This is an optimization exercise on Yosys and OpenROAD, whose aim is small area, not a production implementation. Function was checked by simulation only, so behaviour that the tests miss may differ from the original. No driver is modelled on the clock port, so clocking that relies on it looks cheaper here than on a real chip. Power is estimated from default activity; no workload was simulated.

$ cat design/flow/config.mk
export PLATFORM = sky130hd
export DESIGN_NAME = main
export DESIGN_NICKNAME = main
export VERILOG_FILES = /design/flow/design.v
export SDC_FILE = /design/flow/constraint.sdc
export NUM_CORES = 4
export LEC_CHECK = 0
export ABC_AREA = 1
export CAP_MARGIN = 20
export CORE_MARGIN = 2
export CORE_UTILIZATION = 65
export PLACE_DENSITY = 0.8
export SLEW_MARGIN = 20
$ cat design/flow/constraint.sdc
create_clock -name core_clock -period 20.0 [get_ports {clk}]
set_input_delay 4.0000 -clock core_clock [delete_from_list [all_inputs] [get_ports {clk}]]
set_output_delay 4.0000 -clock core_clock [all_outputs]
set_load 0.01 [all_outputs]
$ cat design/flow/design.v
`timescale 1ns / 1ps
`default_nettype none
module counterModN #(
    parameter X = 5,   
    parameter N = 20   
) (
    input wire clk,       
    input wire ce,        
    input wire en,        
    input wire reset,     
    output reg [X-1:0] count  
);
    always @(posedge clk) begin
        if (reset) begin
            count <= 0;
        end else if (ce && en) begin
            if (count == N - 1) begin
                count <= 0;
            end else begin
                count <= count + 1;
            end
        end
    end
endmodule
`timescale 1ns / 1ps
`default_nettype none
module clockDivider #(
    parameter N = 500_000   
)(
    input wire clk,        
    input wire en,         
    input wire rst,        
    output reg clk_out,    
    output wire tick       
);
    wire [31:0] count;     
    counterModN #(.X(32), .N(N)) counterMod (
        .clk(clk),
        .ce(1'b1),
        .reset(rst),
        .en(en),
        .count(count)
    );
    assign tick = (count == N - 1) && !clk_out;
    always @(posedge clk) begin
        if (rst) begin
            clk_out <= 1'b0;
        end else if (count == N - 1) begin
            clk_out <= ~clk_out;
        end
    end
endmodule
`timescale 1ns / 1ps
`default_nettype none
module debouncer(
    input wire clk,        
    input wire ce,         
    input wire rst,        
    input wire in,         
    output wire out         
);
    reg q1, q2, q3;
    always @(posedge clk) begin
        if (rst) begin
            q1 <= 1'b0;
            q2 <= 1'b0;
            q3 <= 1'b0;
        end else if (ce) begin
            q1 <= in;
            q2 <= q1;
            q3 <= q2;
        end 
    end
    assign out = (rst == 1'b1) ? 1'b0 : (q1 & q2 & q3);
endmodule
`timescale 1ns / 1ps
`default_nettype none
module synchronizer(
    input wire clk,       
    input wire ce,        
    input wire rst,       
    input wire in,        
    output wire out       
);
    reg q1, q2;
    always @(posedge clk) begin
        if (rst) begin
            q1 <= 1'b0;
            q2 <= 1'b0;
        end else if (ce) begin
            q1 <= in;
            q2 <= q1;
        end
    end
    assign out = (rst) ? 1'b0 : q2;
endmodule
`timescale 1ns / 1ps
`default_nettype none
module shift_left_register(
    input wire        clk,     
    input wire        ce,      
    input wire        rst,     
    input wire        load,    
    input wire        en,      
    input wire [7:0]  Num,     
    output reg [15:0] Out      
);
    integer i;
    always @(posedge clk) begin
        if (rst) begin
            Out <= 16'b0;
        end else if (ce) begin
            if (load) begin
                Out <= {8'b0, Num};
            end else if (en) begin
                for (i = 15; i > 0; i = i - 1) begin
                    Out[i] <= Out[i - 1];
                end
                Out[0] <= 1'b0;
            end
        end
    end
endmodule
`timescale 1ns / 1ps
`default_nettype none
module shift_right_register(
    input wire clk,          
    input wire ce,           
    input wire rst,          
    input wire load,         
    input wire en,           
    input wire [7:0] Num,    
    output reg [7:0] Out     
);
    integer i;
    always @(posedge clk) begin
        if (rst) begin
            Out <= 8'b0;
        end else if (ce) begin
            if (load) begin
                Out <= Num;   
            end else if (en) begin
                for (i = 7; i > 0; i = i - 1) begin
                    Out[i - 1] <= Out[i];
                end
                Out[7] <= 1'b0;   
            end
        end
    end
endmodule
`timescale 1ns / 1ps
`default_nettype none
module CU(
    input wire b0,        
    input wire z,         
    input wire load,      
    output wire Psel,     
    output wire EP,       
    output wire EA,       
    output wire EB,       
    output wire LA,       
    output wire LB,       
    output wire RstP      
);
    assign Psel = b0;
    assign EP = (b0 & ~load);
    assign EA = (~z | load);
    assign EB = (~z | load);
    assign LA = load;
    assign LB = load;
    assign RstP = load;
endmodule
`timescale 1ns / 1ps
`default_nettype none
module BCD #(
    parameter W = 18   
)(
    input wire [W-1:0] bin,            
    output reg [W+(W-4)/3:0] bcd       
);
    integer i, j;
    always @(bin) begin
        for (i = 0; i <= W + (W-4)/3; i = i + 1) begin
            bcd[i] = 1'b0;
        end
        bcd[W-1:0] = bin;
        for (i = 0; i <= W - 4; i = i + 1) begin
            for (j = 0; j <= i / 3; j = j + 1) begin
                if (bcd[W - i + 4*j -: 4] > 4) begin                   
                    bcd[W - i + 4*j -: 4] = bcd[W - i + 4*j -: 4] + 4'd3;
                end
            end
        end
    end
endmodule
`timescale 1ns / 1ps
`default_nettype none
module seven_seg_decoder(
    input wire en,           
    input wire [3:0] num,    
    output reg [6:0] seg     
);
    always @ (num or en) begin
        if (en) begin
            case(num)
                4'd0: seg = 7'b1000000;   
                4'd1: seg = 7'b1111001;   
                4'd2: seg = 7'b0100100;   
                4'd3: seg = 7'b0110000;   
                4'd4: seg = 7'b0011001;   
                4'd5: seg = 7'b0010010;   
                4'd6: seg = 7'b0000010;   
                4'd7: seg = 7'b1111000;   
                4'd8: seg = 7'b0000000;   
                4'd9: seg = 7'b0010000;   
                default: seg = 7'b1111111;  
            endcase
        end else begin
            seg = 7'b1111111;   
        end
    end
endmodule
`timescale 1ns / 1ps
`default_nettype none
module seven_segment_scroller #(
    parameter DIV = 250000            
)(
    input wire clk,                   
    input wire reset,                 
    input wire button_left,           
    input wire button_right,          
    input wire [19:0] product,        
    input wire sign,                  
    output reg [6:0] seg,             
    output reg [3:0] an               
);
    wire slow_tick;                            
    wire slow_level;
    wire [1:0] switch_position;                
    wire debounced_button_left, debounced_button_right;
    wire final_button_left, final_button_right;
    wire [6:0] segment_internal[4:0];          
    reg [2:0] digit_selection;        
    clockDivider #(DIV) clk_divider (
        .clk(clk),
        .en(1'b1),
        .rst(reset),
        .clk_out(slow_level),
        .tick(slow_tick)
    );
    counterModN #(.X(2), .N(4)) position_counter (
        .clk(clk),
        .ce(slow_tick),
        .reset(reset),
        .en(1'b1),
        .count(switch_position)
    );
    debouncer btn_debouncer_left (
        .clk(clk),
        .ce(slow_tick),
        .rst(reset),
        .in(button_left),
        .out(debounced_button_left)
    );
    synchronizer btn_synchronizer_left (
        .clk(clk),
        .ce(slow_tick),
        .rst(reset),
        .in(debounced_button_left),
        .out(final_button_left)
    );
    debouncer btn_debouncer_right (
        .clk(clk),
        .ce(slow_tick),
        .rst(reset),
        .in(button_right),
        .out(debounced_button_right)
    );
    synchronizer btn_synchronizer_right (
        .clk(clk),
        .ce(slow_tick),
        .rst(reset),
        .in(debounced_button_right),
        .out(final_button_right)
    );
    reg button_right_old, button_left_old;
    reg button_right_raise, button_left_raise;  
    always @(posedge clk) begin
        if (reset) begin
            digit_selection <= 3'b000;
            button_right_old <= 0;
            button_left_old <= 0;
            button_right_raise <= 0;
            button_left_raise <= 0;
        end else if (slow_tick) begin
            button_right_raise <= (button_right_old != final_button_right && final_button_right == 1'b1);
            button_left_raise <= (button_left_old != final_button_left && final_button_left == 1'b1);
            button_right_old <= final_button_right;
            button_left_old <= final_button_left;
            if (button_right_raise) begin
                if (digit_selection > 0) begin
                    digit_selection <= digit_selection - 1;
                end
                button_right_raise <= 0;
            end
            if (button_left_raise) begin
                if (digit_selection < 2) begin
                    digit_selection <= digit_selection + 1;
                end
                button_left_raise <= 0;
            end
        end
    end
    seven_seg_decoder decoder_digit_0 (.en(1'b1), .num(product[3:0]), .seg(segment_internal[0]));
    seven_seg_decoder decoder_digit_1 (.en(1'b1), .num(product[7:4]), .seg(segment_internal[1]));
    seven_seg_decoder decoder_digit_2 (.en(1'b1), .num(product[11:8]), .seg(segment_internal[2]));
    seven_seg_decoder decoder_digit_3 (.en(1'b1), .num(product[15:12]), .seg(segment_internal[3]));
    seven_seg_decoder decoder_digit_4 (.en(1'b1), .num(product[19:16]), .seg(segment_internal[4]));
    always @(*) begin
        case (switch_position)
            2'b00: begin
                an = 4'b1110;
                seg = segment_internal[digit_selection];
            end
            2'b01: begin
                an = 4'b1101;
                seg = segment_internal[digit_selection + 1];
            end
            2'b10: begin
                an = 4'b1011;
                seg = segment_internal[digit_selection + 2];
            end
            2'b11: begin
                an = 4'b0111;
                if (sign == 1)
                    seg = 7'b0111111; 
                else
                    seg = 7'b1111111;
            end
            default: begin
                an = 4'b1111;
                seg = 7'b0000000;
            end
        endcase
    end
endmodule
`timescale 1ns / 1ps
`default_nettype none
module bcd_dbl(input wire [16:0] x, input wire cin, output wire [16:0] y);
    function ge5(input [3:0] d);
        ge5 = d[3] | (d[2] & (d[1] | d[0]));
    endfunction
    function [3:0] dbl_digit(input [3:0] d, input cin);
        dbl_digit = {(d[2] & ~d[1] & ~d[0]) | (d[3] & d[0]),
                     (d[1] & (~d[2] | d[0])) | (d[3] & ~d[0]),
                     (~d[3] & ~d[2] & d[0]) | (d[2] & d[1] & ~d[0]) | (d[3] & ~d[0]),
                     cin};
    endfunction
    assign y[3:0]   = dbl_digit(x[3:0], cin);
    assign y[7:4]   = dbl_digit(x[7:4], ge5(x[3:0]));
    assign y[11:8]  = dbl_digit(x[11:8], ge5(x[7:4]));
    assign y[15:12] = dbl_digit(x[15:12], ge5(x[11:8]));
    assign y[16]    = ge5(x[15:12]);
endmodule
module bcd_add(input wire [16:0] a, input wire [16:0] b, output wire [16:0] y);
    function [4:0] add_digit(input [3:0] a, input [3:0] b, input cin);
        reg [4:0] s;
        reg c, k;
        integer n;
        begin
            c = cin;
            for (n = 0; n < 4; n = n + 1) begin
                s[n] = a[n] ^ b[n] ^ c;
                c = (a[n] & b[n]) | (c & (a[n] ^ b[n]));
            end
            s[4] = c;
            k = s[4];
            add_digit = {k, s[3] | (k & (s[2] | s[1])), s[2] ^ (k & ~s[1]), s[1] ^ k, s[0]};
        end
    endfunction
    wire [4:0] s0 = add_digit(a[3:0],   b[3:0],   1'b0);
    wire [4:0] s1 = add_digit(a[7:4],   b[7:4],   s0[4]);
    wire [4:0] s2 = add_digit(a[11:8],  b[11:8],  s1[4]);
    wire [4:0] s3 = add_digit(a[15:12], b[15:12], s2[4]);
    assign y = {a[16] ^ b[16] ^ s3[4], s3[3:0], s2[3:0], s1[3:0], s0[3:0]};
endmodule
module step_ctrl(
    input wire clk, input wire rst, input wire btnC,
    output wire mtick, output wire stick, output wire load, output wire mdiv3
);
    reg [3:0] mdiv;
    assign mtick = &mdiv;
    assign mdiv3 = mdiv[3];
    assign stick = (mdiv[2:0] == 3'd3);
    always @(posedge clk) begin
        if (rst) mdiv <= 4'd8;
        else     mdiv <= {mdiv[3] ^ (&mdiv[2:0]), mdiv[2] ^ (&mdiv[1:0]), mdiv[1] ^ mdiv[0], ~mdiv[0]};
    end
    reg [1:0] crun;
    reg cs1, cs2;
    assign load = cs2;
    always @(posedge clk) begin
        if (rst) begin
            crun <= 2'd0;
            cs1 <= 1'b0;
            cs2 <= 1'b0;
        end else if (mtick) begin
            crun <= btnC ? {crun[1] | crun[0], crun[1] | ~crun[0]} : 2'd0;
            cs1 <= &crun;
            cs2 <= cs1;
        end
    end
endmodule
module scroll_btn(
    input wire clk, input wire rst, input wire ce, input wire btn,
    output wire raise
);
    reg [1:0] r, p;
    assign raise = (p == 2'd1);
    always @(posedge clk) begin
        if (rst) begin
            r <= 2'd0;
            p <= 2'd0;
        end else if (ce) begin
            p[0] <= (~p[0] & p[1]) | (p[1] & r[0] & ~r[1]) | (btn & ~r[0] & r[1]);
            p[1] <= (p[0] & p[1]) | (btn & ~r[0] & r[1]);
            r[0] <= (btn & ~r[0]) | (btn & p[0] & p[1]) | (btn & r[1]);
            r[1] <= btn & r[0];
        end
    end
endmodule
module scroller(
    input wire clk, input wire rst, input wire stick,
    input wire btnL, input wire btnR,
    output reg [1:0] pos, output reg [1:0] wsel
);
    wire lraise, rraise;
    scroll_btn left(.clk(clk), .rst(rst), .ce(stick), .btn(btnL), .raise(lraise));
    scroll_btn right(.clk(clk), .rst(rst), .ce(stick), .btn(btnR), .raise(rraise));
    always @(posedge clk) begin
        if (rst) begin
            pos <= 2'd0;
            wsel <= 2'd0;
        end else if (stick) begin
            pos <= {pos[1] ^ pos[0], ~pos[0]};
            wsel[0] <= (lraise & ~wsel[0] & ~wsel[1]) | (~lraise & ~rraise & wsel[0]) | (rraise & wsel[1]);
            wsel[1] <= (~rraise & wsel[1]) | (lraise & wsel[0]);
        end
    end
endmodule
module display(
    input wire [1:0] pos, input wire [1:0] wsel,
    input wire [16:0] prod, input wire sign,
    output reg [6:0] seg, output reg [3:0] an
);
    wire [2:0] idx;
    assign idx[0] = pos[0] ^ wsel[0];
    assign idx[1] = (pos[1] & ~wsel[1]) | (pos[0] & wsel[0]) | (~pos[1] & wsel[1]);
    assign idx[2] = pos[1] & wsel[1];
    reg [3:0] digit;
    always @(*) begin
        case (idx)
            3'd0: digit = prod[3:0];
            3'd1: digit = prod[7:4];
            3'd2: digit = prod[11:8];
            3'd3: digit = prod[15:12];
            default: digit = {3'b011, prod[16]};
        endcase
    end
    always @(*) begin
        case (pos)
            2'd0: an = 4'b1110;
            2'd1: an = 4'b1101;
            2'd2: an = 4'b1011;
            default: an = 4'b0111;
        endcase
        if (pos == 2'd3) begin
            seg = sign ? 7'b0111111 : 7'b1111111;
        end else begin
            seg[0] = (~digit[0] & digit[1] & ~digit[2]) | (digit[0] & ~digit[3]);
            seg[1] = (digit[0] & digit[1] & ~digit[2]) | (~digit[0] & ~digit[1] & digit[2]);
            seg[2] = (~digit[0] & ~digit[1] & ~digit[2]);
            seg[3] = (~digit[0] & digit[1] & ~digit[2]) | (digit[0] & ~digit[1] & digit[2]) | (digit[0] & ~digit[3]);
            seg[4] = (digit[0]) | (digit[1] & ~digit[2]);
            seg[5] = (~digit[1] & ~digit[2]) | (digit[0] & ~digit[3]) | (digit[0] & ~digit[1]);
            seg[6] = (digit[0] & ~digit[1] & digit[2]) | (~digit[3]);
        end
    end
endmodule
module main #(
    parameter MAIN_DIV = 8,      
    parameter SCAN_DIV = 4       
)(
    input wire clk,
    input wire rst,    
    input wire btnC,   
    input wire btnL,   
    input wire btnR,   
    input wire [7:0] num1,   
    input wire [7:0] num2,   
    output wire [6:0] seg,            
    output wire [3:0] an,              
    output wire multiplicationFinished    
);
    wire mtick, stick, load, mdiv3;
    step_ctrl ctrl(.clk(clk), .rst(rst), .btnC(btnC), .mtick(mtick), .stick(stick), .load(load), .mdiv3(mdiv3));
    reg [7:0] mcand;         
    reg mcand_seen;
    wire mcand_b0 = mcand[0] ^ (mcand[7] & mcand_seen);
    reg [16:0] mplier;       
    reg [16:0] prod;         
    reg sign;
    wire fin_fast = mcand[7] ? ((&mcand) & mcand_seen) : (mcand == 8'd0);
    reg cvt;                 
    wire neg1 = sign ^ mcand[7];
    wire cvt_step = cvt & ~mdiv3;
    wire cvt_done = cvt & mdiv3 & stick;     
    wire mag1_bit = mplier[16] ^ (neg1 & (|mplier[15:9]));
    wire [16:0] mplier_dbl;
    bcd_dbl dbl(.x(mplier), .cin(cvt_step & mag1_bit), .y(mplier_dbl));
    wire add_en = mtick & ~load & mcand_b0;
    wire [16:0] sum;
    bcd_add adder(.a(prod), .b(mplier & {17{add_en}}), .y(sum));
    always @(posedge clk) begin
        if (rst) begin
            mcand <= 8'd0;
            mcand_seen <= 1'b0;
            sign <= 1'b0;
        end else if (mtick) begin
            if (load) begin
                mcand <= num2;
                mcand_seen <= 1'b0;
                sign <= num1[7] ^ num2[7];
            end else begin
                mcand <= {mcand[7], mcand[7:1]};
                mcand_seen <= mcand_seen | mcand[0];
            end
        end else if (cvt_done) begin
            sign <= sign & ~fin_fast & (|mplier[8:0]);
        end
    end
    always @(posedge clk) begin
        if (rst || (mtick && load)) prod <= 17'h06666;
        else                        prod <= sum;
    end
    always @(posedge clk) begin
        if (mtick) cvt <= load;
    end
    always @(posedge clk) begin
        if (mtick) begin
            if (load) mplier <= {num1, 9'd0};
            else      mplier <= mplier_dbl;
        end else if (cvt_step) begin
            mplier <= {mplier[15:9], 1'b0, mplier_dbl[8:0]};
        end
    end
    wire [1:0] pos, wsel;
    scroller scr(.clk(clk), .rst(rst | load), .stick(stick), .btnL(btnL), .btnR(btnR),
                 .pos(pos), .wsel(wsel));
    wire [6:0] seg_fast;
    wire [3:0] an_fast;
    display disp(.pos(pos), .wsel(wsel), .prod(prod), .sign(sign), .seg(seg_fast), .an(an_fast));
    generate
        if (MAIN_DIV == 8 && SCAN_DIV == 4) begin : g_default
            assign seg = seg_fast;
            assign an = an_fast;
            assign multiplicationFinished = fin_fast;
        end else begin : g_generic
            main_generic #(.MAIN_DIV(MAIN_DIV), .SCAN_DIV(SCAN_DIV)) core(
                .clk(clk), .rst(rst), .btnC(btnC), .btnL(btnL), .btnR(btnR),
                .num1(num1), .num2(num2),
                .seg(seg), .an(an), .multiplicationFinished(multiplicationFinished)
            );
        end
    endgenerate
endmodule
module main_generic #(
    parameter MAIN_DIV = 8,      
    parameter SCAN_DIV = 4       
)(
    input wire clk,
    input wire rst,    
    input wire btnC,   
    input wire btnL,   
    input wire btnR,   
    input wire [7:0] num1,   
    input wire [7:0] num2,   
    output wire [6:0] seg,            
    output wire [3:0] an,              
    output wire multiplicationFinished    
);
    wire dividedClock;   
    wire dividedTick;    
    clockDivider #(MAIN_DIV) clockDiv(
        .clk(clk),
        .rst(rst),
        .en(1'b1),
        .clk_out(dividedClock),
        .tick(dividedTick)
    );
    wire [7:0] num1Complement, num2Complement;
    wire [7:0] multiplier, multiplicand;
    wire [7:0] multiplicandShifted;
    wire [15:0] multiplierShifted;
    reg  [15:0] productReg;
    reg signReg;
    wire tempSign;
    wire [19:0] bcdOutput;
    wire [15:0] tempOutput;
    assign num1Complement = ~num1 + 1'b1;
    assign num2Complement = ~num2 + 1'b1;
    assign multiplier = (num1[7] == 1) ? num1Complement : num1;
    assign multiplicand = (num2[7] == 1) ? num2Complement : num2;
    wire enableDebounce, enableSync;
    debouncer debounceInst(
        .clk(clk),
        .ce(dividedTick),
        .rst(rst),
        .in(btnC),
        .out(enableDebounce)
    );
    synchronizer syncInst(
        .clk(clk),
        .ce(dividedTick),
        .rst(rst),
        .in(enableDebounce),
        .out(enableSync)
    );
    wire Psel, EP, EA, EB, LA, LB, RstP;
    shift_right_register shiftRightReg(
        .clk(clk),
        .ce(dividedTick),
        .rst(rst),
        .load(LB),
        .en(EB),
        .Num(multiplicand),
        .Out(multiplicandShifted)
    );
    shift_left_register shiftLeftReg(
        .clk(clk),
        .ce(dividedTick),
        .rst(rst),
        .load(LA),
        .en(EA),
        .Num(multiplier),
        .Out(multiplierShifted)
    );
    CU controlUnit(
        .b0(multiplicandShifted[0]),
        .z(multiplicationFinished),  
        .load(enableSync),
        .Psel(Psel),
        .EP(EP),
        .EA(EA),
        .EB(EB),
        .LA(LA),
        .LB(LB),
        .RstP(RstP)
    );
    assign multiplicationFinished = ~(multiplicandShifted[0] | multiplicandShifted[1] | multiplicandShifted[2] | multiplicandShifted[3] | multiplicandShifted[4] | multiplicandShifted[5] | multiplicandShifted[6] | multiplicandShifted[7]);
    always @(posedge clk) begin
        if (rst) begin
            productReg <= 16'b0;
            signReg <= 1'b0;
        end else if (!dividedTick) begin
            productReg <= productReg;
        end else if (RstP == 1) begin
            productReg <= 16'b0;
            signReg <= (num1[7] ^ num2[7]) && num1 != 0 && num2 != 0;
        end else if (EP == 1) begin
            productReg <= (Psel == 1) ? productReg + multiplierShifted : productReg;
        end else begin
            productReg <= productReg;
        end
    end
    assign tempOutput = productReg;
    assign tempSign = signReg;
    BCD #(16) bcdConverter(
        .bin(tempOutput),
        .bcd(bcdOutput)
    );
    seven_segment_scroller #(SCAN_DIV) sevenSegScroller(
        .clk(clk),
        .reset(rst | RstP),
        .button_left(btnL),
        .button_right(btnR),
        .product(bcdOutput),
        .sign(tempSign),
        .seg(seg),
        .an(an)
    );
endmodule
$ cat design/flow/flow/run.sh
#!/bin/bash
# Own layout flow: the standard synthesis; then the combinational logic
# between the registers re-mapped by ABC for area with a few scripts, keeping
# the smallest netlist (registers, their names and cell types untouched);
# then the standard layout with small port buffers and no CTS dummy loads.
set -euo pipefail
WORK=$(pwd)
FLOW=$WORK/flow
R=$WORK/orfs/results/${FLOW_PLATFORM}/main/base
LIB=$FLOW_HOME/platforms/${FLOW_PLATFORM}/lib/sky130_fd_sc_hd__tt_025C_1v80.lib
# keep temporary files inside the work folder
export TMPDIR=$WORK/tmp
mkdir -p $TMPDIR

# 1. standard synthesis
bash standard.sh synth > $WORK/flow_synth.log 2>&1

# 2. re-map the logic
cp $R/1_2_yosys.v $WORK/std_netlist.v
python3 $FLOW/genmodels.py $LIB > $WORK/cell_models.v 2> $WORK/flow_genmodels.log
DU=$(sed -n '/DONT_USE_CELLS +=/,/^#/p' $FLOW_HOME/platforms/${FLOW_PLATFORM}/config.mk \
     | grep -o "sky130_fd_sc_hd__[a-z0-9_]*" | sed 's/^/-dont_use /' | tr '\n' ' ')
regs() { grep -oE "sky130_fd_sc_hd__[a-z0-9]*df[a-z0-9_]* +[^ (]+" "$1" | sort; }
resynth() {
  local S=$1 n=$(basename $1 .abc)
  timeout 900 yosys -l $WORK/flow_$n.log -p "
read_verilog $WORK/cell_models.v
read_verilog $WORK/std_netlist.v
hierarchy -top $FLOW_TOP
flatten
opt -purge
techmap
opt -fast -purge
abc -liberty $LIB $DU -script $S
opt_clean -purge
hilomap -singleton -hicell sky130_fd_sc_hd__conb_1 HI -locell sky130_fd_sc_hd__conb_1 LO
insbuf -buf sky130_fd_sc_hd__buf_1 A X
splitnets
opt_clean -purge
tee -o $WORK/$n.stat stat -liberty $LIB
write_verilog -noattr -nohex -nodec $WORK/$n.v
" > /dev/null 2>&1 || true
}
# run the scripts, a few at a time
i=0
for S in $FLOW/resynth_*.abc; do
  resynth $S &
  i=$((i + 1))
  if (( i % ${NUM_CORES:-4} == 0 )); then wait; fi
done
wait
best=""; best_area=""
for S in $FLOW/resynth_*.abc; do
  n=$(basename $S .abc)
  [[ -f $WORK/$n.stat && -f $WORK/$n.v ]] || { echo "$n: failed" >> $WORK/flow_pick.log; continue; }
  area=$(grep "Chip area" $WORK/$n.stat | grep -oE "[0-9.]+$" || true)
  [[ -n "$area" ]] || continue
  # keep the registers: same instance names and cell types as the standard synthesis
  [[ "$(regs $WORK/std_netlist.v)" == "$(regs $WORK/$n.v)" ]] || { echo "$n: register mismatch" >> $WORK/flow_pick.log; continue; }
  echo "$n: $area" >> $WORK/flow_pick.log
  if [[ -z "$best" ]] || awk "BEGIN{exit !($area < $best_area)}"; then best=$n; best_area=$area; fi
done
echo "picked: ${best:-standard}" >> $WORK/flow_pick.log
if [[ -n "$best" ]]; then
  cp $WORK/$best.v $R/1_2_yosys.v
  touch $R/1_2_yosys.v
fi

# 3. layout up to clock tree synthesis
CTS_ARGS="-sink_clustering_enable -repair_clock_nets -dont_use_dummy_load -buf_list {sky130_fd_sc_hd__clkbuf_4}"
bash standard.sh "BUFFER_PORTS_ARGS=-buffer_cell sky130_fd_sc_hd__buf_1" "CTS_ARGS=$CTS_ARGS" cts > $WORK/flow_layout_cts.log 2>&1

# 4. upsize the clock buffers with the largest fanout
CTS_ODB=$R/4_cts.odb CTS_SMALL_BUF=sky130_fd_sc_hd__clkbuf_4 CTS_BIG_BUF=sky130_fd_sc_hd__clkbuf_8 CTS_MAX_FANOUT=10 \
  openroad -no_init -exit $FLOW/cts_fix.tcl > $WORK/flow_cts_fix.log 2>&1
touch $R/4_cts.odb

# 5. rest of the layout
bash standard.sh "BUFFER_PORTS_ARGS=-buffer_cell sky130_fd_sc_hd__buf_1" "CTS_ARGS=$CTS_ARGS" finish > $WORK/flow_layout.log 2>&1
$ cat design/flow/flow/cts_fix.tcl
# Upsize clock buffers that drive many flip-flops, so that every clock pin's
# slew stays well inside the limit; then re-legalise the placement.
read_db $::env(CTS_ODB)
set db [ord::get_db]
set block [ord::get_db_block]
set big [$db findMaster $::env(CTS_BIG_BUF)]
set n 0
foreach inst [$block getInsts] {
  if {[[$inst getMaster] getName] ne $::env(CTS_SMALL_BUF)} { continue }
  set it [$inst findITerm X]
  if {$it eq "NULL"} { continue }
  set net [$it getNet]
  if {$net eq "NULL"} { continue }
  set fo [expr {[llength [$net getITerms]] - 1}]
  if {$fo > $::env(CTS_MAX_FANOUT)} {
    puts "upsizing [$inst getName] (fanout $fo)"
    $inst swapMaster $big
    incr n
  }
}
puts "upsized $n clock buffers"
if {$n > 0} {
  detailed_placement
  check_placement
}
write_db $::env(CTS_ODB)
$ cat design/flow/flow/genmodels.py
# Generate Verilog models of sky130hd cells from the liberty: combinational
# cells as assigns, sequential cells as blackboxes (or behavioural with -sim).
import re, sys
lib = sys.argv[1]; sim = len(sys.argv) > 2 and sys.argv[2] == '-sim'
txt = open(lib).read()
out = []
# split into cells
for m in re.finditer(r'\n\s*cell\s*\(\s*"?([\w]+)"?\s*\)\s*\{', txt):
    name = m.group(1); start = m.end()
    depth = 1; i = start
    while depth:
        c = txt[i]
        if c == '{': depth += 1
        elif c == '}': depth -= 1
        i += 1
    body = txt[start:i]
    pins = []
    for pm in re.finditer(r'\n\s*pin\s*\(\s*"?(\w+)"?\s*\)\s*\{', body):
        ps = pm.end(); d = 1; j = ps
        while d:
            c = body[j]
            if c == '{': d += 1
            elif c == '}': d -= 1
            j += 1
        pb = body[ps:j]
        dm = re.search(r'direction\s*:\s*"?(\w+)"?', pb)
        fm = re.search(r'\bfunction\s*:\s*"([^"]*)"', pb)
        pins.append((pm.group(1), dm.group(1) if dm else None, fm.group(1) if fm else None))
    seq = re.search(r'\n\s*(ff|latch|statetable)\s*\(', body) is not None
    seen=set(); pins=[p for p in pins if not (p[0] in seen or seen.add(p[0]))]
    if not pins: continue
    ins = [p for p in pins if p[1] == 'input']
    outs = [p for p in pins if p[1] == 'output']
    if not outs: continue
    ports = [p[0] for p in ins + outs]
    if seq:
        if not sim:
            out.append(f"(* blackbox *)\nmodule {name}(" + ", ".join(ports) + ");")
            for p in ins: out.append(f"  input {p[0]};")
            for p in outs: out.append(f"  output {p[0]};")
            out.append("endmodule")
        continue
    if any(p[2] is None for p in outs): continue
    out.append(f"module {name}(" + ", ".join(ports) + ");")
    for p in ins: out.append(f"  input {p[0]};")
    for p in outs:
        f = p[2].replace('!', '~').replace('+', '|').replace('*', '&')
        f = re.sub(r'(\w)\s+(?=[\w(~])', r'\1 & ', f)  # implicit AND by space
        out.append(f"  output {p[0]};\n  assign {p[0]} = {f};")
    out.append("endmodule")
if sim:
    out.append("""module sky130_fd_sc_hd__dfxtp_1(CLK, D, Q); input CLK, D; output reg Q; always @(posedge CLK) Q <= D; endmodule
module sky130_fd_sc_hd__dfxtp_2(CLK, D, Q); input CLK, D; output reg Q; always @(posedge CLK) Q <= D; endmodule
module sky130_fd_sc_hd__dfxtp_4(CLK, D, Q); input CLK, D; output reg Q; always @(posedge CLK) Q <= D; endmodule
module sky130_fd_sc_hd__edfxtp_1(CLK, D, DE, Q); input CLK, D, DE; output reg Q; always @(posedge CLK) if (DE) Q <= D; endmodule""")
print("\n".join(out))
$ cat design/flow/flow/resynth_a1.abc
strash
dc2
balance; rewrite; refactor; balance; rewrite; rewrite -z; balance; refactor -z; rewrite -z; balance
dch -f
amap
topo
$ cat design/flow/flow/resynth_a4.abc
strash
&get -n
&deepsyn -T 20
&put
dch -f
amap
topo
$ cat design/flow/flow/resynth_a5.abc
strash
dc2
balance; rewrite; refactor; balance; rewrite; rewrite -z; balance; refactor -z; rewrite -z; balance
dch -f
amap
mfs2
strash
dch -f
amap
topo
$ cat design/flow/flow/resynth_a7.abc
strash
ifraig
scorr
dc2
balance; rewrite; refactor; balance; rewrite; rewrite -z; balance; refactor -z; rewrite -z; balance
dch -f
amap
topo
$ cat design/flow/flow/resynth_b1.abc
strash
dc2
balance; rewrite; refactor; balance; rewrite; rewrite -z; balance; refactor -z; rewrite -z; balance
&get -n
&deepsyn -T 60
&put
dch -f
amap
mfs2
strash
dch -f
amap
topo
$ cat design/flow/flow/resynth_b1s1.abc
strash
dc2
balance; rewrite; refactor; balance; rewrite; rewrite -z; balance; refactor -z; rewrite -z; balance
&get -n
&deepsyn -T 60 -S 1
&put
dch -f
amap
mfs2
strash
dch -f
amap
topo
$ cat design/flow/flow/resynth_b1s3.abc
strash
dc2
balance; rewrite; refactor; balance; rewrite; rewrite -z; balance; refactor -z; rewrite -z; balance
&get -n
&deepsyn -T 60 -S 3
&put
dch -f
amap
mfs2
strash
dch -f
amap
topo
$ cat design/flow/flow/resynth_b8.abc
strash
dc2
balance; rewrite; refactor; balance; rewrite; rewrite -z; balance; refactor -z; rewrite -z; balance
&get -n
&deepsyn -T 60
&put
dch -f
amap
mfs2 -a
strash
dch -f
amap
mfs2 -a
strash
dch -f
amap
topo
$ cat design/flow/flow/resynth_d4.abc
strash
dc2
balance; rewrite; refactor; balance; rewrite; rewrite -z; balance; refactor -z; rewrite -z; balance
&get -n
&deepsyn -T 120 -S 4
&put
dch -f
amap
mfs2
strash
dch -f
amap
topo
$ cat design/flow/flow/resynth_d5.abc
strash
dc2
balance; rewrite; refactor; balance; rewrite; rewrite -z; balance; refactor -z; rewrite -z; balance
&get -n
&deepsyn -T 120 -S 5
&put
dch -f
amap
mfs2
strash
dch -f
amap
topo
$ cat design/flow/flow/resynth_d6.abc
strash
dc2
balance; rewrite; refactor; balance; rewrite; rewrite -z; balance; refactor -z; rewrite -z; balance
&get -n
&deepsyn -T 120 -S 6
&put
dch -f
amap
mfs2
strash
dch -f
amap
topo
$ cat design/flow/flow/resynth_d7.abc
strash
dc2
balance; rewrite; refactor; balance; rewrite; rewrite -z; balance; refactor -z; rewrite -z; balance
&get -n
&deepsyn -T 120 -S 7
&put
dch -f
amap
mfs2
strash
dch -f
amap
topo
$ cat design/flow/flow/resynth_e2.abc
strash
dc2
balance; rewrite; refactor; balance; rewrite; rewrite -z; balance; refactor -z; rewrite -z; balance
&get -n
&deepsyn -T 90 -S 2
&put
dch -f
amap
mfs2 -a
strash
dch -f
amap
mfs2 -a
strash
dch -f
amap
topo
$ cat design/flow/flow/resynth_f1.abc
strash
dc2
balance; rewrite; refactor; balance; rewrite; rewrite -z; balance; refactor -z; rewrite -z; balance
&get -n
&deepsyn -T 60 -S 1
&put
dch -f
amap
mfs2 -a
strash
dch -f
amap
mfs2 -a
strash
dch -f
amap
topo
$ cat design/flow/flow/resynth_f10.abc
strash
dc2
balance; rewrite; refactor; balance; rewrite; rewrite -z; balance; refactor -z; rewrite -z; balance
&get -n
&deepsyn -T 60 -S 10
&put
dch -f
amap
mfs2 -a
strash
dch -f
amap
mfs2 -a
strash
dch -f
amap
topo
$ cat design/flow/flow/resynth_f11.abc
strash
dc2
balance; rewrite; refactor; balance; rewrite; rewrite -z; balance; refactor -z; rewrite -z; balance
&get -n
&deepsyn -T 60 -S 11
&put
dch -f
amap
mfs2 -a
strash
dch -f
amap
mfs2 -a
strash
dch -f
amap
topo
$ cat design/flow/flow/resynth_f12.abc
strash
dc2
balance; rewrite; refactor; balance; rewrite; rewrite -z; balance; refactor -z; rewrite -z; balance
&get -n
&deepsyn -T 60 -S 12
&put
dch -f
amap
mfs2 -a
strash
dch -f
amap
mfs2 -a
strash
dch -f
amap
topo
$ cat design/flow/flow/resynth_f13.abc
strash
dc2
balance; rewrite; refactor; balance; rewrite; rewrite -z; balance; refactor -z; rewrite -z; balance
&get -n
&deepsyn -T 60 -S 13
&put
dch -f
amap
mfs2 -a
strash
dch -f
amap
mfs2 -a
strash
dch -f
amap
topo
$ cat design/flow/flow/resynth_f3.abc
strash
dc2
balance; rewrite; refactor; balance; rewrite; rewrite -z; balance; refactor -z; rewrite -z; balance
&get -n
&deepsyn -T 60 -S 3
&put
dch -f
amap
mfs2 -a
strash
dch -f
amap
mfs2 -a
strash
dch -f
amap
topo
$ cat design/flow/flow/resynth_f4.abc
strash
dc2
balance; rewrite; refactor; balance; rewrite; rewrite -z; balance; refactor -z; rewrite -z; balance
&get -n
&deepsyn -T 60 -S 4
&put
dch -f
amap
mfs2 -a
strash
dch -f
amap
mfs2 -a
strash
dch -f
amap
topo
$ cat design/flow/flow/resynth_f5.abc
strash
dc2
balance; rewrite; refactor; balance; rewrite; rewrite -z; balance; refactor -z; rewrite -z; balance
&get -n
&deepsyn -T 60 -S 5
&put
dch -f
amap
mfs2 -a
strash
dch -f
amap
mfs2 -a
strash
dch -f
amap
topo
$ cat design/flow/flow/resynth_f6.abc
strash
dc2
balance; rewrite; refactor; balance; rewrite; rewrite -z; balance; refactor -z; rewrite -z; balance
&get -n
&deepsyn -T 60 -S 6
&put
dch -f
amap
mfs2 -a
strash
dch -f
amap
mfs2 -a
strash
dch -f
amap
topo
$ cat design/flow/flow/resynth_f7.abc
strash
dc2
balance; rewrite; refactor; balance; rewrite; rewrite -z; balance; refactor -z; rewrite -z; balance
&get -n
&deepsyn -T 60 -S 7
&put
dch -f
amap
mfs2 -a
strash
dch -f
amap
mfs2 -a
strash
dch -f
amap
topo
$ cat design/flow/flow/resynth_f8.abc
strash
dc2
balance; rewrite; refactor; balance; rewrite; rewrite -z; balance; refactor -z; rewrite -z; balance
&get -n
&deepsyn -T 60 -S 8
&put
dch -f
amap
mfs2 -a
strash
dch -f
amap
mfs2 -a
strash
dch -f
amap
topo
$ cat design/flow/flow/resynth_f9.abc
strash
dc2
balance; rewrite; refactor; balance; rewrite; rewrite -z; balance; refactor -z; rewrite -z; balance
&get -n
&deepsyn -T 60 -S 9
&put
dch -f
amap
mfs2 -a
strash
dch -f
amap
mfs2 -a
strash
dch -f
amap
topo
$ cat design/flow/flow/resynth_g1.abc
strash
dc2
balance; rewrite; refactor; balance; rewrite; rewrite -z; balance; refactor -z; rewrite -z; balance
&get -n
&deepsyn -T 60
&put
dch -f
amap
mfs2 -a
strash
dch -f
amap
mfs2 -a
strash
dch -f
amap
mfs2 -a
strash
dch -f
amap
topo
$ cat design/flow/standard.sh
#!/bin/bash
# synth_recipe.tcl (not shown) runs the flow's synth.tcl, then flattens the netlist and writes it again
# the make line also repeats each setting of config.mk as NAME=value (left out here)
make -C /OpenROAD-flow-scripts/flow DESIGN_CONFIG=/design/flow/config.mk WORK_HOME=/design/flow/orfs CLKGATE_MAP_FILE= SYNTH_SCRIPT=/design/flow/synth_recipe.tcl "${@:-finish}"
==> out/metrics.json, run 1 <==
{
  "run_status": "complete, no violations",
  "layout_min_cycle_time_ns": 10.45,
  "crit_path_end_kind": "flop",
  "timing.rr.start": "ctrl.mdiv[0]",
  "post-layout-total-power_w": 0.000268,
  "max-slew-margin-rel": 0.491,
  "worst_hold_path_type": "reg2reg",
  "io_buffers": 32,
  "maxSlewViolCount": 0,
  "ant_nets": 0,
  "power_frac_comb": 0.215,
  "final-setup-viol-count": 0,
  "drt_iter0_drc": 204,
  "seq_power_share": 0.557,
  "cts_num_sinks": 65,
  "hold_violations": 0,
  "grt_max_degree": 27,
  "cts.path.max_buffers": 2,
  "finalWirelength_um": 7220,
  "globalRouteMet2Util": 0.415,
  "die_w_um": 75.3,
  "placementRows": 25,
  "use_met3": 0.0870,
  "drive_gt1_frac": 0.0213,
  "grt_pass1_wl_um": 11500,
  "power_frac_clock": 0.229,
  "worst_setup_path_start_kind": "flop",
  "dpl.hpwl_um": 5320,
  "met1_use_gr": 0.363,
  "viasPerCell": 5.89,
  "routed_wire_length_per_instance_um": 13.4,
  "clk_transition_reported_paths_ns": 0.09,
  "dpl_cell_area_um2": 3510,
  "power.internal_w": 0.000188,
  "design_area_um2": 3590,
  "post_cts_buffers": 0,
  "total_die_area_um2": 5670,
  "gr-usage-all-layers": 0.271,
  "worstSetupPathType": "reg2reg",
  "synth.cell_area_um2": 3300,
  "leakage_nw": 1.20,
  "avgSynthCellArea_um2": 7.71,
  "drtPass1Iterations": 6,
  "tritoncts": "yes",
  "clock_tree.htree_level_count": 3,
  "setup-tns-final_ns": 0,
  "gr-max-usage-layer": "met2",
  "antenna_cells": 0,
  "critical_path.slowest_cell": "nor2_1",
  "routed-via-count": 3164,
  "number_of_antenna_violations_at_the_first_check_in_global_routing": 0,
  "endpoint_of_the_worst_hold_timing_path": "ctrl.mdiv[0]",
  "starting_density": 0.685,
  "arrival_ns": 10.71,
  "areaGrowthSynthToFinish_pct": 8.64,
  "final_net_count": 493,
  "worst_ir_drop_vdd_mv": 0.0464,
  "cts_hold_buf": 0,
  "die_height_um": 75.3,
  "clock-skew-final_ns": 0.0329,
  "power-per-cell-area_nw_per_um2": 74.6,
  "crit_path_max_incr_delay_ns": 0.75,
  "finalCritPeriodShare": 0.523,
  "core_um2": 4820,
  "gp_congestion": 0.928,
  "min-delay-start": "ctrl.mdiv[0]",
  "cap_violations": 0,
  "reg2reg_slack_ns": 9.55,
  "timing.reg2reg.worst_path_depth": 54,
  "timing_worst_slew_pin_value_ns": 0.760,
  "cts_repair_resizes": 0,
  "min_path_cells": 1,
  "io_pins": 33,
  "ctsRootBufferMaster": "clkbuf_4",
  "fmaxAchievable_mhz": 95.7,
  "r2r_end": "prod[14]",
  "cts_buffers": 9,
  "critPathRequiredTime_ns": 20.26,
  "remaining_drc_errors": 0,
  "sum_of_overflow_across_all_layers_after_global_routing": 0,
  "switching_share": 0.299,
  "worst-path-max-fanout": 18,
  "post_synth_inst_count": 428,
  "worstSkewPairLatency_ns": 0.40,
  "worst_path_most_repeated_cell": "o21ai_0",
  "grt_setup_unrepaired": "false",
  "synth.net_count": 449,
  "power_switching_w": 0.0000800,
  "first_global_vias": 2688,
  "yosysWarnings": 7
}
final cells by class:
| class | count | area (um2) |
|---|---|---|
| clock buffers | 9 | 73.8 |
| multi-input cells | 307 | 1610 |
| repair buffers | 33 | 128 |
| inverters | 56 | 210 |
| flip-flops and latches | 65 | 1480 |
| fillers | 395 | 1230 |
| well taps | 67 | 83.8 |
per-stage QoR:
stage               setup slack, ns  hold slack [ns]  std cells  utilization
finish                         9.55            0.441        537        0.745
global route                   8.16            0.489        537        0.745
CTS                            9.75            0.450        537        0.743
detailed placement             9.84            0.436        528        0.729
global placement              10.37            0.423        528        0.729
floorplan                     11.10            0.410        428            -
worst max path at each step:
stage	from	endpoint	slack, ns	depth (start not counted)
2_1_floorplan	ctrl.mdiv[0]	prod[14]	11.10	55
3_3_place_gp	ctrl.mdiv[0]	prod[14]	10.37	56
3_5_place_dp	ctrl.mdiv[0]	prod[14]	9.84	56
4_1_cts	ctrl.mdiv[0]	prod[14]	9.75	56
5_1_grt	ctrl.mdiv[0]	prod[14]	8.16	56
6_report	ctrl.mdiv[0]	prod[14]	9.55	54
cell usage in the layout, fill, tap and decap left out, types with 4 or more instances in the layout:
cell       n
o21a_1     5
clkinv_1  56
dfxtp_1   47
buf_1     32
a211oi_1   9
nand2_1   50
or2_0      6
nor4_1     5
a222oi_1   8
a31oi_1    5
nor3_1    10
nor2_1    88
o211ai_1   5
edfxtp_1  18
o22ai_1    5
a21oi_1   27
a22oi_1    6
o21ai_0   43
a32oi_1    5
clkbuf_4   8
o221ai_1   4
sequential cells by signal, indices dropped and copies added (netlist names), 2 cells and up, named ones only:
register / cells
scr.right.r: 2
ctrl.crun: 2
mcand: 8
scr.pos: 2
scr.right.p: 2
scr.left.p: 2
scr.wsel: 2
prod: 17
mplier: 15
ctrl.mdiv: 4
scr.left.r: 2
power groups by stage:
stage                logic, W  clock network [W]  registers [W]
finish              0.0000574          0.0000612       0.000149
detailed placement  0.0000563                  0       0.000152
global placement    0.0000543                  0       0.000152
global route        0.0000657          0.0000678       0.000150
floorplan           0.0000454                  0       0.000150
CTS                 0.0000567          0.0000602       0.000149
layer usage:
metal | vias to the layer above | share of wire
met3 | 15 | 0.068
met2 | 111 | 0.44
li1 | 1641 | -
met4 | 0 | 0.020
met1 | 1397 | 0.47
met5 | - | 0
worst max-delay path: cells and delay by family (launching register included):
family	cells	cell delay [ns]
AOI/OAI and AO/OA	29	5.60
buffers and inverters	5	1.20
DFF	1	0.35
and+or+nand+nor	20	3.14
==> run 2: changes to the inputs <==
--- a/design/flow/design.v
+++ b/design/flow/design.v
@@ -510,7 +510,7 @@
     reg [16:0] mplier;       
     reg [16:0] prod;         
     reg sign;
-    wire fin_fast = mcand[7] ? ((&mcand) & mcand_seen) : (mcand == 8'd0);
+    assign multiplicationFinished = mcand[7] ? ((&mcand) & mcand_seen) : (mcand == 8'd0);
     reg cvt;                 
     wire neg1 = sign ^ mcand[7];
     wire cvt_step = cvt & ~mdiv3;
@@ -536,7 +536,7 @@
                 mcand_seen <= mcand_seen | mcand[0];
             end
         end else if (cvt_done) begin
-            sign <= sign & ~fin_fast & (|mplier[8:0]);
+            sign <= sign & ~multiplicationFinished & (|mplier[8:0]);
         end
     end
     always @(posedge clk) begin
@@ -557,136 +557,5 @@
     wire [1:0] pos, wsel;
     scroller scr(.clk(clk), .rst(rst | load), .stick(stick), .btnL(btnL), .btnR(btnR),
                  .pos(pos), .wsel(wsel));
-    wire [6:0] seg_fast;
-    wire [3:0] an_fast;
-    display disp(.pos(pos), .wsel(wsel), .prod(prod), .sign(sign), .seg(seg_fast), .an(an_fast));
-    generate
-        if (MAIN_DIV == 8 && SCAN_DIV == 4) begin : g_default
-            assign seg = seg_fast;
-            assign an = an_fast;
-            assign multiplicationFinished = fin_fast;
-        end else begin : g_generic
-            main_generic #(.MAIN_DIV(MAIN_DIV), .SCAN_DIV(SCAN_DIV)) core(
-                .clk(clk), .rst(rst), .btnC(btnC), .btnL(btnL), .btnR(btnR),
-                .num1(num1), .num2(num2),
-                .seg(seg), .an(an), .multiplicationFinished(multiplicationFinished)
-            );
-        end
-    endgenerate
-endmodule
-module main_generic #(
-    parameter MAIN_DIV = 8,      
-    parameter SCAN_DIV = 4       
-)(
-    input wire clk,
-    input wire rst,    
-    input wire btnC,   
-    input wire btnL,   
-    input wire btnR,   
-    input wire [7:0] num1,   
-    input wire [7:0] num2,   
-    output wire [6:0] seg,            
-    output wire [3:0] an,              
-    output wire multiplicationFinished    
-);
-    wire dividedClock;   
-    wire dividedTick;    
-    clockDivider #(MAIN_DIV) clockDiv(
-        .clk(clk),
-        .rst(rst),
-        .en(1'b1),
-        .clk_out(dividedClock),
-        .tick(dividedTick)
-    );
-    wire [7:0] num1Complement, num2Complement;
-    wire [7:0] multiplier, multiplicand;
-    wire [7:0] multiplicandShifted;
-    wire [15:0] multiplierShifted;
-    reg  [15:0] productReg;
-    reg signReg;
-    wire tempSign;
-    wire [19:0] bcdOutput;
-    wire [15:0] tempOutput;
-    assign num1Complement = ~num1 + 1'b1;
-    assign num2Complement = ~num2 + 1'b1;
-    assign multiplier = (num1[7] == 1) ? num1Complement : num1;
-    assign multiplicand = (num2[7] == 1) ? num2Complement : num2;
-    wire enableDebounce, enableSync;
-    debouncer debounceInst(
-        .clk(clk),
-        .ce(dividedTick),
-        .rst(rst),
-        .in(btnC),
-        .out(enableDebounce)
-    );
-    synchronizer syncInst(
-        .clk(clk),
-        .ce(dividedTick),
-        .rst(rst),
-        .in(enableDebounce),
-        .out(enableSync)
-    );
-    wire Psel, EP, EA, EB, LA, LB, RstP;
-    shift_right_register shiftRightReg(
-        .clk(clk),
-        .ce(dividedTick),
-        .rst(rst),
-        .load(LB),
-        .en(EB),
-        .Num(multiplicand),
-        .Out(multiplicandShifted)
-    );
-    shift_left_register shiftLeftReg(
-        .clk(clk),
-        .ce(dividedTick),
-        .rst(rst),
-        .load(LA),
-        .en(EA),
-        .Num(multiplier),
-        .Out(multiplierShifted)
-    );
-    CU controlUnit(
-        .b0(multiplicandShifted[0]),
-        .z(multiplicationFinished),  
-        .load(enableSync),
-        .Psel(Psel),
-        .EP(EP),
-        .EA(EA),
-        .EB(EB),
-        .LA(LA),
-        .LB(LB),
-        .RstP(RstP)
-    );
-    assign multiplicationFinished = ~(multiplicandShifted[0] | multiplicandShifted[1] | multiplicandShifted[2] | multiplicandShifted[3] | multiplicandShifted[4] | multiplicandShifted[5] | multiplicandShifted[6] | multiplicandShifted[7]);
-    always @(posedge clk) begin
-        if (rst) begin
-            productReg <= 16'b0;
-            signReg <= 1'b0;
-        end else if (!dividedTick) begin
-            productReg <= productReg;
-        end else if (RstP == 1) begin
-            productReg <= 16'b0;
-            signReg <= (num1[7] ^ num2[7]) && num1 != 0 && num2 != 0;
-        end else if (EP == 1) begin
-            productReg <= (Psel == 1) ? productReg + multiplierShifted : productReg;
-        end else begin
-            productReg <= productReg;
-        end
-    end
-    assign tempOutput = productReg;
-    assign tempSign = signReg;
-    BCD #(16) bcdConverter(
-        .bin(tempOutput),
-        .bcd(bcdOutput)
-    );
-    seven_segment_scroller #(SCAN_DIV) sevenSegScroller(
-        .clk(clk),
-        .reset(rst | RstP),
-        .button_left(btnL),
-        .button_right(btnR),
-        .product(bcdOutput),
-        .sign(tempSign),
-        .seg(seg),
-        .an(an)
-    );
+    display disp(.pos(pos), .wsel(wsel), .prod(prod), .sign(sign), .seg(seg), .an(an));
 endmodule
==> out/metrics.json, run 2 <==
{
  "maxSlewViolCount": 0,
  "io_buffers": 32,
  "routed_wire_length_per_instance_um": 14.2,
  "cap_violations": 0,
  "layout.cells.most_common": "nor2_1",
  "gp_congestion": 0.897,
  "finalWirelength_um": 7560,
  "viasPerCell": 6.00,
  "worst_setup_path_start_kind": "flop",
  "die_w_um": 75.3,
  "yosysWarnings": 7,
  "gr-usage-all-layers": 0.288,
  "timing.rr.start": "ctrl.mdiv[0]",
  "leakage_nw": 1.23,
  "fmaxAchievable_mhz": 112,
  "die_height_um": 75.3,
  "drt_iter0_drc": 235,
  "first_global_vias": 2833,
  "post-layout-total-power_w": 0.000212,
  "crit_path_end_kind": "flop",
  "io_pins": 33,
  "number_of_placed_instances_taps_included": 525,
  "grt_pass1_wl_um": 12200,
  "areaGrowthSynthToFinish_pct": 8.85,
  "cts_repair_resizes": 0,
  "remaining_drc_errors": 0,
  "crit_path_end": "prod[15]",
  "synth.net_count": 445,
  "gr-max-usage-layer": "met2",
  "design_area_um2": 3600,
  "routed-via-count": 3203,
  "hold_violations": 0,
  "cts_buffers": 9,
  "post_cts_buffers": 0,
  "finalCritPeriodShare": 0.447,
  "timing.reg2reg.worst_path_depth": 49,
  "worstSetupPathType": "reg2reg",
  "worst_ir_drop_vdd_mv": 0.0599,
  "antenna_cells": 0,
  "final_cells": 534,
  "reg2reg_slack_ns": 11.06,
  "synth.cell_area_um2": 3310,
  "tritoncts": "yes",
  "drive_gt1_frac": 0.0236,
  "globalRouteMet2Util": 0.495,
  "avgSynthCellArea_um2": 7.80,
  "dpl.hpwl_um": 5560,
  "post_synth_inst_count": 424,
  "final-setup-viol-count": 0,
  "cts.path.max_buffers": 2,
  "top_regs": "prod x17, mplier x15, mcand x8",
  "core_um2": 4820,
  "final_net_count": 490,
  "ctsRootBufferMaster": "clkbuf_4",
  "largest_register_ff_count": 17,
  "dpl_cell_area_um2": 3530,
  "max-slew-margin-rel": 0.453,
  "ant_nets": 0,
  "largest-register": "prod",
  "cts_num_sinks": 65,
  "clk_transition_reported_paths_ns": 0.09,
  "total_die_area_um2": 5680,
  "clock-skew-final_ns": 0.0230,
  "critPathRequiredTime_ns": 20.30,
  "placementRows": 25,
  "arrival_ns": 9.24,
  "r2r_end": "prod[15]",
  "setup-tns-final_ns": 0,
  "use_met3": 0.0661,
  "clock_tree.htree_level_count": 3,
  "grt_setup_unrepaired": "false",
  "layout_min_cycle_time_ns": 8.94,
  "number_of_antenna_violations_at_the_first_check_in_global_routing": 0,
  "crit_path_max_incr_delay_ns": 0.80,
  "worst_hold_path_type": "reg2reg",
  "crit_path_start": "ctrl.mdiv[0]",
  "run_status": "complete, no violations",
  "critical_path.slowest_cell": "nor2_1",
  "drtPass1Iterations": 5,
  "mostFrequentLayoutCells": "nor2_1, clkinv_1, dfxtp_1, nand2_1, buf_1",
  "met1_use_gr": 0.345,
  "sum_of_overflow_across_all_layers_after_global_routing": 0,
  "finalCoreUtilization": 0.748,
  "worst_path_most_repeated_cell": "o21ai_0",
  "worst-path-max-fanout": 20,
  "cts_hold_buf": 0,
  "timing_worst_slew_pin_value_ns": 0.820,
  "grt_max_degree": 27,
  "worstSkewPairLatency_ns": 0.41,
  "starting_density": 0.687,
  "power-per-cell-area_nw_per_um2": 58.8
}
==> run 2: cell types whose count changed in the layout (fill, tap and decap cells not counted), sizes merged, moves of 4 or more <==
cell,previous run,this run
nand2,50,46
a21oi,27,19
or2,6,2
a22oi,6,12
nor2b,3,10
o21ai,43,31
o22ai,5,10
clkinv,56,49
==> run 2: through the flow <==
step                setup slack [ns]  hold WS (ns)
global placement               11.58         0.426
CTS                            11.12         0.455
floorplan                      12.33         0.410
global route                    9.74         0.482
finish                         11.06         0.453
detailed placement             11.19         0.441
==> run 2: critical path, delay by kind of cell (launching register included) <==
| family | cells | cell delay (ns) |
|---|---|---|
| AO/OA/AOI/OAI | 23 | 4.07 |
| buffers and inverters | 4 | 1.05 |
| flip-flops | 1 | 0.36 |
| AND/OR/NAND/NOR | 22 | 3.35 |
==> run 2: routing by layer <==
metal  vias up  wire [um]
met5         -          0
met4         0        170
met2        76       3710
met1      1483       3330
met3        22        341
li1       1622          -
==> run 2: layout make-up <==
class / instances / area [um2]
Multi-Input combinational cell: 310 / 1640
Sequential cell: 65 / 1480
Fill cell: 423 / 1220
Inverter: 49 / 184
Timing Repair Buffer: 34 / 135
Tap cell: 67 / 83.8
Clock buffer: 9 / 73.8
==> run 2: how the worst min path moves through the flow <==
stage / cells after the start / endpoint / startpoint / slack, ns
global route: 1 / ctrl.mdiv[0] / ctrl.mdiv[0] / 0.48
floorplan: 1 / ctrl.mdiv[0] / ctrl.mdiv[0] / 0.41
detailed placement: 1 / ctrl.mdiv[0] / ctrl.mdiv[0] / 0.44
finish: 1 / ctrl.mdiv[0] / ctrl.mdiv[0] / 0.45
CTS: 1 / ctrl.mdiv[0] / ctrl.mdiv[0] / 0.46
global placement: 1 / ctrl.mdiv[0] / ctrl.mdiv[0] / 0.43
==> run 2: where the power goes <==
part	internal (W)	switching, W	leakage [nW]
sequential	0.000136	0.00000100	0.545
clock	0.0000230	0.0000406	0.0440
combinational	0.00000360	0.00000758	0.644
total	0.000162	0.0000492	1.23

-- what the ideal ports hide --
The results above use ideal ports. As a check the final layouts listed here were re-extracted and re-timed, cells and wires unchanged. Step 1 sets driving cells, clkbuf_16 on the clock port and buf_2 on the other inputs (assumed; they add their load-dependent delay and slew). Step 2 adds t to the input delays and takes it off the output delays; t is the mean of the earliest and latest rising clock arrival at the registers after step 1. Input paths then give back, and output paths get back, about the clock's delay inside the block. Three values: no drivers, after step 1, after step 2; two values: the first two.
| run | t, ns | setup WS [ns] | clock arrival spread, ns |
|---|---|---|---|
| run 1 | 0.414 | 9.549 / 9.549 / 9.549 | 0.033 / 0.033 |
| run 2 | 0.427 | 11.056 / 11.056 / 11.056 | 0.023 / 0.023 |
After both steps setup and hold are still met in every run listed.
